From an optimization exercise on the open Yosys and OpenROAD flow, aimed at small area, a short achievable clock period and few clock cycles per item; shortcuts taken in it are not production practice. Only simulation tests tie the RTL to the original design; equivalence was not proved.

## dsha_miner
module dsha_miner(
		input wire clk,
		input wire rst,
		input wire [255:0] midstate,
		input wire [95:0] tail,
		input wire [31:0] start_nonce,
		output reg out_valid,
		output reg [31:0] out_nonce,
		output reg [255:0] out_hash
	);
	function [31:0] flip(input [31:0] x);
		flip = {x[7:0], x[15:8], x[23:16], x[31:24]};
	endfunction
	reg [31:0] a0, b0, c0, d0, e0, f0, g0, h0;
	reg [31:0] W0_0, W0_1, W0_2, W0_3, W0_4, W0_5, W0_6, W0_7, W0_8, W0_9, W0_10, W0_11, W0_12, W0_13, W0_14, W0_15;
	reg [2:0] q0;
	reg [31:0] a1, b1, c1, d1, e1, f1, g1, h1;
	reg [31:0] W1_0, W1_1, W1_2, W1_3, W1_4, W1_5, W1_6, W1_7, W1_8, W1_9, W1_10, W1_11, W1_12, W1_13, W1_14, W1_15;
	reg [2:0] q1;
	reg [31:0] a2, b2, c2, d2, e2, f2, g2, h2;
	reg [31:0] W2_0, W2_1, W2_2, W2_3, W2_4, W2_5, W2_6, W2_7, W2_8, W2_9, W2_10, W2_11, W2_12, W2_13, W2_14, W2_15;
	reg [2:0] q2;
	reg [31:0] a3, b3, c3, d3, e3, f3, g3, h3;
	reg [31:0] W3_0, W3_1, W3_2, W3_3, W3_4, W3_5, W3_6, W3_7, W3_8, W3_9, W3_10, W3_11, W3_12, W3_13, W3_14, W3_15;
	reg [2:0] q3;
  ...
clock: 12.0 ns
lec_check: 0
abc_area: 1
cap_margin: 30
core_margin: 2
core_utilization: 42
slew_margin: 30
standard.sh (not shown) runs the stock make flow with config.mk's settings and CLKGATE_MAP_FILE= SYNTH_SCRIPT=/design/flow/synth_recipe.tcl, a recipe that flattens the netlist after the stock synthesis.
==> flow/flow/run.sh <==
#!/bin/bash
# Layout flow: the standard flow (standard.sh), with
#  - synthesis that leaves the adders to ABC (no full/half-adder cells) and
#    maps with ABC's mapper at a 2.5 ns delay target, then its gate sizing,
#  - timing repair aimed below the SDC period (the SDC is unchanged), on the
#    worst paths only,
#  - output flip-flops (and buffers between them and the port buffers) moved
#    next to their port buffers after global
#    placement (flow/place_outputs.tcl),
#  - larger clock-tree sink clusters and no dummy clock loads,
#  - more rounds of antenna repair after detailed routing.
# Each step's output goes to a log file of its own in this folder.
set -euo pipefail
rm -rf scripts_local
cp -r "$FLOW_HOME/scripts" scripts_local
printf 'strash\ndch\nmap -D 2500\ntopo\nstime -c\nbuffer -c\nupsize -c\ndnsize -c\n' > scripts_local/abc_area.script
export SCRIPTS_DIR=$PWD/scripts_local
export ADDER_MAP_FILE=
bash standard.sh synth > log_synth.txt 2>&1
export SETUP_SLACK_MARGIN=7.5
export TNS_END_PERCENT=0
export POST_GLOBAL_PLACE_TCL=$PWD/flow/place_outputs.tcl
export CTS_ARGS="-sink_clustering_enable -repair_clock_nets -dont_use_dummy_load -sink_clustering_size 25 -sink_clustering_max_diameter 90"
export MAX_REPAIR_ANTENNAS_ITER_DRT=12
bash standard.sh floorplan > log_floorplan.txt 2>&1
bash standard.sh place > log_place.txt 2>&1
bash standard.sh cts > log_cts.txt 2>&1
bash standard.sh route > log_route.txt 2>&1
bash standard.sh finish > log_finish.txt 2>&1
Other scripts of this flow, unchanged in this note and not shown: flow/flow/place_outputs.tcl
Testbench counts at the start, summed over its fixed seeds: cycles 67,520, items 8,192.
Change:
--- a/flow/design.v
+++ b/flow/design.v
@@ -66,13 +66,12 @@
 	reg [2:0] q16;
 	reg [255:0] mid;
 	reg [95:0] tl;
 	reg go;   
 	reg [31:0] nonce, ononce;
 	reg [4:0] fill;
-	reg t_last, t_second;   
 	always @(posedge clk) begin
 		mid <= midstate;
 		tl <= tail;
 	end
 	reg [31:0] s0_kw;
 	always @(*) begin
@@ -1062,14 +1061,12 @@
 	wire [31:0] s15_ws_c = {s15_ws_cc[30:0], 1'b0};
 	wire [31:0] s15_nw = s15_ws_s + s15_ws_c;
 	always @(posedge clk) begin
 		a16 <= s15_na; b16 <= a15; c16 <= b15; d16 <= c15;
 		e16 <= s15_ne; f16 <= e15; g16 <= f15; h16 <= g15;
 		q16 <= q15;
-		t_last <= (q15[1:0] == 2'd3);
-		t_second <= q15[2];
 		W16_0 <= W15_1;
 		W16_1 <= W15_2;
 		W16_2 <= W15_3;
 		W16_3 <= W15_4;
 		W16_4 <= W15_5;
 		W16_5 <= W15_6;
@@ -1090,14 +1087,14 @@
 	assign st[2] = c16;
 	assign st[3] = d16;
 	assign st[4] = e16;
 	assign st[5] = f16;
 	assign st[6] = g16;
 	assign st[7] = h16;
-	wire last = t_last;   
-	wire second = t_second;   
+	wire last = (q16[1:0] == 2'd3);   
+	wire second = q16[2];   
 	wire [31:0] hs[0:7];
 	genvar gi;
 	generate for (gi = 0; gi < 8; gi = gi + 1) begin: g_add
 		wire [255:0] iv = {32'h5be0cd19, 32'h1f83d9ab, 32'h9b05688c, 32'h510e527f, 32'ha54ff53a, 32'h3c6ef372, 32'hbb67ae85, 32'h6a09e667};
 		assign hs[gi] = st[gi] + (second ? iv[32*gi +: 32] : mid[32*gi +: 32]);
 	end endgenerate
=> Count of clock-buffer cells in the layout falls by 12. Flip-flop and latch count fell by 1. Synthesized cell count hardly moves. Worst setup slack loses 0.13 ns. Register-to-register slack gets worse by 0.13 ns. Cell area went down by 1.1%.
Testbench counts after the change, summed over its fixed seeds: cycles 67,520, items 8,192.

[separate check: timing with driven ports]
In the flow no input, the clock included, has a driving cell. The finished layouts below were timed again as built, in two steps. Step 1: set_driving_cell puts a clkbuf_16 on clk and a buf_2 on each other input, an assumption about the parent block. Step 2 also shifts input and output timing later by t, the mid clock arrival at the registers, as if the neighbouring blocks saw the same clock. Slacks: ideal / step 1 / step 2; pairs: ideal / step 1.
run | shift t [ns] | setup slack, ns | hold WS [ns] | slew at the worst register clock pin (ns) | cell pins on the clock port's net
the first run | 1.442 | 7.062 / 6.995 / 7.062 | 0.243 / 0.243 / 0.243 | 0.12 / 0.12 | 1
the second run | 1.468 | 6.936 / 6.871 / 6.936 | 0.238 / 0.238 / 0.238 | 0.11 / 0.11 | 1
After both steps setup and hold are still met in every run listed.
